This design comes from an exercise in tuning for small area on the open sky130 flow, not from production work.
Where RTL was checked, it was by simulation tests only, not by an equivalence proof against the original.
No activity file was given, so power comes from the tool's default toggle rates.

==> inputs of run A <==
## alu
module alu(OPA, OPB, CIN, INP_VALID, CLK, RST, CMD, CE, MODE, COUT, OFLOW, RES, G, E, L, ERR);
==> module alu_ctl, before the edit <==
module alu_ctl(OPB, CIN, INP_VALID, CMD, CE, MODE, fam_d, t, yinv, yen, oh, cn_d);
    input [7:0] OPB;
    input CE, MODE, CIN;
    input [1:0] INP_VALID;
    input [3:0] CMD;
    output [3:0] fam_d;
    output reg [3:0] t;
    output yinv, yen;
    output [7:0] oh;
    output cn_d;
    wire M = MODE;
    wire [3:0] C = CMD;
    wire [2:0] s = OPB[2:0];
    wire q = CIN & (&OPB);        
    wire e = |OPB[7:3];           
    wire unA1 = M & ~C[3] & C[2] & ~C[1];    
    wire unB1 = M & ~C[3] & C[2] & C[1];     
    wire unA0 = ~M & ((~C[3] & C[2] & C[1] & ~C[0]) | (C[3] & ~C[2] & ~C[1]));   
    wire unB0 = ~M & ((~C[3] & C[2] & C[1] & C[0]) | (C[3] & ~C[2] & C[1]));     
    wire exists = M ? ~(C[3] & C[2] & (C[1] | C[0])) : ~(C[3] & C[2] & C[1]);
    wire vok = ((unA1 | unA0) & INP_VALID[0]) | ((unB1 | unB0) & INP_VALID[1]) |
               (~(unA1 | unA0 | unB1 | unB0) & INP_VALID[0] & INP_VALID[1]);
    wire ok = CE & exists & vok;
    reg [3:0] f;
    always @* begin
        if (M) begin
            if (~C[3]) f = {2'b00, C[0] & ~(C[1] & ~C[2] & q), ~C[2] & (~C[0] | (C[1] & q))};
            else case (C[2:0])
                3'd0: f = 4'b0100;
                3'd1: f = 4'b1110;
                3'd2: f = 4'b1100;
                default: f = 4'b0011;
            endcase
        end else begin
            if (~C[3]) f = 4'b0000;
            else if (~C[2]) f = {2'b10, C[0], ~C[0]};
            else f = e ? 4'b0101 : 4'b1011;
        end
    end
    assign fam_d = ok ? f : 4'b1000;
    assign yen  = M & ~(~C[3] & C[2] & ~C[1]);
    assign yinv = C[3] ? (~C[1] & ~C[0]) : (C[0] & ~C[2]);
    wire yff  = M & ~C[3] & C[2] & ~C[1] & C[0];    
    wire ohen = ~M & C[3];
    wire dir = C[0] ^ ~C[2];
    wire [2:0] r;
    assign r[0] = s[0] | ~C[2];
    assign r[1] = C[2] ? (s[1] ^ (dir & s[0])) : dir;
    assign r[2] = C[2] ? (s[2] ^ (dir & (s[1] | s[0]))) : dir;
    wire [3:0] lo = {r[1] & r[0], r[1] & ~r[0], ~r[1] & r[0], ~r[1] & ~r[0]} | {4{yff}};
    wire [1:0] hi = ({r[2], ~r[2]} & {2{ohen}}) | {2{yff}};
    assign oh = {lo & {4{hi[1]}}, lo & {4{hi[0]}}};
    reg c_d;
    always @* begin
        if (M) begin
            if (~C[3]) c_d = C[2] ? ~C[0] : (C[1] ? (CIN ^ C[0]) : C[0]);
            else       c_d = ~(C[1] & C[0]);
        end else c_d = 1'b0;
    end
    assign cn_d = ~c_d;
    always @* begin
        if (M) t = C[3] ? 4'b1100 : (C[2] & C[1]) ? {4{C[0]}} : 4'b1100;
        else case (C)
            4'd0: t = 4'b1000;   
            4'd1: t = 4'b0111;   
            4'd2: t = 4'b1110;   
            4'd3: t = 4'b0001;   
            4'd4: t = 4'b0110;   
            4'd5: t = 4'b1001;   
            4'd6: t = 4'b0011;   
            4'd7: t = 4'b0101;   
            4'd10, 4'd11: t = 4'b1010;  
            default: t = 4'b1100;   
        endcase
    end
endmodule
make LEC_CHECK=0 CAP_MARGIN=20 CORE_MARGIN=2 CORE_UTILIZATION=40 CTS_BUF_LIST=sky130_fd_sc_hd__clkbuf_4 SLEW_MARGIN=20 SYNTH_HIERARCHICAL=1 finish   # period 8.0 ns
run.sh (not shown) runs the stock make flow with config.mk's settings and CLKGATE_MAP_FILE= SYNTH_SCRIPT=/design/flow/synth_recipe.tcl, a recipe that flattens the netlist after the stock synthesis.
==> run X: changes against run A <==
--- a/flow/design.v
+++ b/flow/design.v
@@ -117,3 +117,3 @@
     input [3:0] CMD;
-    output [3:0] fam_d;
+    output reg [3:0] fam_d;
     output reg [3:0] t;
@@ -122,2 +122,15 @@
     output cn_d;
+    localparam F_PASS = 4'b0000,  
+               F_ADD  = 4'b0001,  
+               F_SUB  = 4'b0010,  
+               F_SGN  = 4'b0011,  
+               F_CMP  = 4'b0100,  
+               F_ERR  = 4'b0101,  
+               F_NULL = 4'b1000,  
+               F_HI   = 4'b1001,  
+               F_LO   = 4'b1010,  
+               F_ROT  = 4'b1011,  
+               F_SFT  = 4'b1100,  
+               F_MUL  = 4'b1110;  
+    wire [4:0] mc = {MODE, CMD};
     wire M = MODE;
@@ -125,41 +138,46 @@
     wire [2:0] s = OPB[2:0];
-    wire q = CIN & (&OPB);        
-    wire e = |OPB[7:3];           
-    wire unA1 = M & ~C[3] & C[2] & ~C[1];    
-    wire unB1 = M & ~C[3] & C[2] & C[1];     
-    wire unA0 = ~M & ((~C[3] & C[2] & C[1] & ~C[0]) | (C[3] & ~C[2] & ~C[1]));   
-    wire unB0 = ~M & ((~C[3] & C[2] & C[1] & C[0]) | (C[3] & ~C[2] & C[1]));     
-    wire exists = M ? ~(C[3] & C[2] & (C[1] | C[0])) : ~(C[3] & C[2] & C[1]);
-    wire vok = ((unA1 | unA0) & INP_VALID[0]) | ((unB1 | unB0) & INP_VALID[1]) |
-               (~(unA1 | unA0 | unB1 | unB0) & INP_VALID[0] & INP_VALID[1]);
-    wire ok = CE & exists & vok;
-    reg [3:0] f;
+    wire quirk = CIN & (&OPB);
+    wire rot_err = |OPB[7:3];
+    reg needa, needb, exists;
     always @* begin
-        if (M) begin
-            if (~C[3]) f = {2'b00, C[0] & ~(C[1] & ~C[2] & q), ~C[2] & (~C[0] | (C[1] & q))};
-            else case (C[2:0])
-                3'd0: f = 4'b0100;
-                3'd1: f = 4'b1110;
-                3'd2: f = 4'b1100;
-                default: f = 4'b0011;
-            endcase
-        end else begin
-            if (~C[3]) f = 4'b0000;
-            else if (~C[2]) f = {2'b10, C[0], ~C[0]};
-            else f = e ? 4'b0101 : 4'b1011;
-        end
+        needa = 1'b1; needb = 1'b1; exists = 1'b1;
+        case (mc)
+            5'h14, 5'h15, 5'h06, 5'h08, 5'h09: needb = 1'b0;   
+            5'h16, 5'h17, 5'h07, 5'h0A, 5'h0B: needa = 1'b0;   
+            5'h1D, 5'h1E, 5'h1F, 5'h0E, 5'h0F: exists = 1'b0;
+            default: ;
+        endcase
+    end
+    wire ok = CE & exists & (INP_VALID[0] | ~needa) & (INP_VALID[1] | ~needb);
+    reg [3:0] fam_t;
+    always @* begin
+        case (mc)
+            5'h10, 5'h12: fam_t = F_ADD;
+            5'h13:        fam_t = quirk ? F_ADD : F_SUB;
+            5'h11, 5'h15, 5'h17: fam_t = F_SUB;
+            5'h14, 5'h16: fam_t = F_PASS;
+            5'h18:        fam_t = F_CMP;
+            5'h19:        fam_t = F_MUL;
+            5'h1A:        fam_t = F_SFT;
+            5'h1B, 5'h1C: fam_t = F_SGN;
+            5'h08, 5'h0A: fam_t = F_HI;
+            5'h09, 5'h0B: fam_t = F_LO;
+            5'h0C, 5'h0D: fam_t = rot_err ? F_ERR : F_ROT;
+            default:      fam_t = F_PASS;    
+        endcase
+        fam_d = ok ? fam_t : F_NULL;
     end
-    assign fam_d = ok ? f : 4'b1000;
-    assign yen  = M & ~(~C[3] & C[2] & ~C[1]);
-    assign yinv = C[3] ? (~C[1] & ~C[0]) : (C[0] & ~C[2]);
-    wire yff  = M & ~C[3] & C[2] & ~C[1] & C[0];    
+    assign yen  = M & (C[3] | ~C[2]);
+    assign yinv = C[3] ? (~C[1] & ~C[0]) : C[0];
+    wire yff  = M & ~C[3] & C[2] & C[0];
     wire ohen = ~M & C[3];
+    wire [2:0] u = {s[2] & C[2], s[1] & C[2], s[0] | ~C[2]};
     wire dir = C[0] ^ ~C[2];
-    wire [2:0] r;
-    assign r[0] = s[0] | ~C[2];
-    assign r[1] = C[2] ? (s[1] ^ (dir & s[0])) : dir;
-    assign r[2] = C[2] ? (s[2] ^ (dir & (s[1] | s[0]))) : dir;
-    wire [3:0] lo = {r[1] & r[0], r[1] & ~r[0], ~r[1] & r[0], ~r[1] & ~r[0]} | {4{yff}};
-    wire [1:0] hi = ({r[2], ~r[2]} & {2{ohen}}) | {2{yff}};
-    assign oh = {lo & {4{hi[1]}}, lo & {4{hi[0]}}};
+    wire [7:0] d;
+    genvar j;
+    generate for (j = 0; j < 8; j = j + 1) begin : dec
+        assign d[j] = ohen & (u == j);
+    end endgenerate
+    wire [7:0] dm = {d[1], d[2], d[3], d[4], d[5], d[6], d[7], d[0]};
+    assign oh = (dir ? dm : d) | {8{yff}};
     reg c_d;
@@ -173,13 +191,12 @@
     always @* begin
-        if (M) t = C[3] ? 4'b1100 : (C[2] & C[1]) ? {4{C[0]}} : 4'b1100;
-        else case (C)
-            4'd0: t = 4'b1000;   
-            4'd1: t = 4'b0111;   
-            4'd2: t = 4'b1110;   
-            4'd3: t = 4'b0001;   
-            4'd4: t = 4'b0110;   
-            4'd5: t = 4'b1001;   
-            4'd6: t = 4'b0011;   
-            4'd7: t = 4'b0101;   
-            4'd10, 4'd11: t = 4'b1010;  
+        case (mc)
+            5'h00: t = 4'b1000;   
+            5'h01: t = 4'b0111;   
+            5'h02: t = 4'b1110;   
+            5'h03: t = 4'b0001;   
+            5'h04: t = 4'b0110;   
+            5'h05: t = 4'b1001;   
+            5'h06: t = 4'b0011;   
+            5'h07: t = 4'b0101;   
+            5'h0A, 5'h0B, 5'h16, 5'h17: t = 4'b1010;  
             default: t = 4'b1100;   
Settings changed: CTS_BUF_LIST sky130_fd_sc_hd__clkbuf_4 to unset.
==> run notes <==
# fillers: run X 1,101; run A 1,095
Non-filler instance count after layout: run X 627; run A 613
Post-CTS clock slew at the launch and capture registers of the worst setup and hold paths: run X 0.06 ns; run A 0.11 ns
Multi-input combinational area share: run X 63.0%; run A 63.9%
Met1 Use GR: run X 24.6%; run A 22.4%
Slew margin rel.: run X 36.1%; run A 35.6%
Compound-cell area share of the yosys netlist: run X 14.4%; run A 13.1%
Maximum number of pins on one net before global-route repair: run X 31; run A 29
Post-Route M1 WL: run X 4660 µm; run A 4650 µm
Fraction of post-synthesis cell area in the top cell type by area: run X 27.4%; run A 27.8%
GRT Overall Usage: run X 17.2%; run A 16.5%
Via count of the first global-routing pass: run X 3,498; run A 3,413
Result of the run: run X complete, no violations; run A complete, no violations
Proportion of power drawn by the clock network: run X 23.2%; run A 11.8%
Die outline height: run X 112 µm; run A 111 µm
Layout cells sized above 1: run X 12.8%; run A 14.0%
Last weighted congestion value of the routability-driven placer: run X 0.878; run A 0.854
Layout buffer count excluding clock buffers: run X 59; run A 60
Instance area at placement: run X 5060 µm²; run A 4990 µm²
Slowest cell on the critical path: run X sky130_fd_sc_hd__fa_1; run A sky130_fd_sc_hd__fa_2
Xor-xnor portion of the synthesized cell area: run X 2.75%; run A 2.99%
Effective utilization at floorplan: run X 41.0%; run A 40.7%
Number of logic inverters in the finished layout: run X 16; run A 15
Only the layout flow was run in run A; the RTL was not checked for function there.

==> static timing again, ports no longer ideal <==
In the flow no input, the clock included, has a driving cell. The finished layouts below were timed again as built, in two steps. Step 1, drivers: a clkbuf_16 drives CLK and a buf_2 each remaining input, both assumed. Step 2, shift: input delay + t, output delay - t, t = (earliest + latest rising clock arrival at the registers) / 2. This alone moves slack from input paths to output paths. Slacks: ideal ports / drivers / drivers and shift; pairs: ideal ports / drivers.
| run | shift t [ns] | slack for setup (ns) | worst data-port slew with drivers (ns) |
|---|---|---|---|
| run A | 0.367 | 0.105 / 0.105 / 0.105 | 0.03 |
| run X | 0.315 | 0.103 / 0.103 / 0.103 | 0.03 |
After both steps every run listed still meets setup and hold.
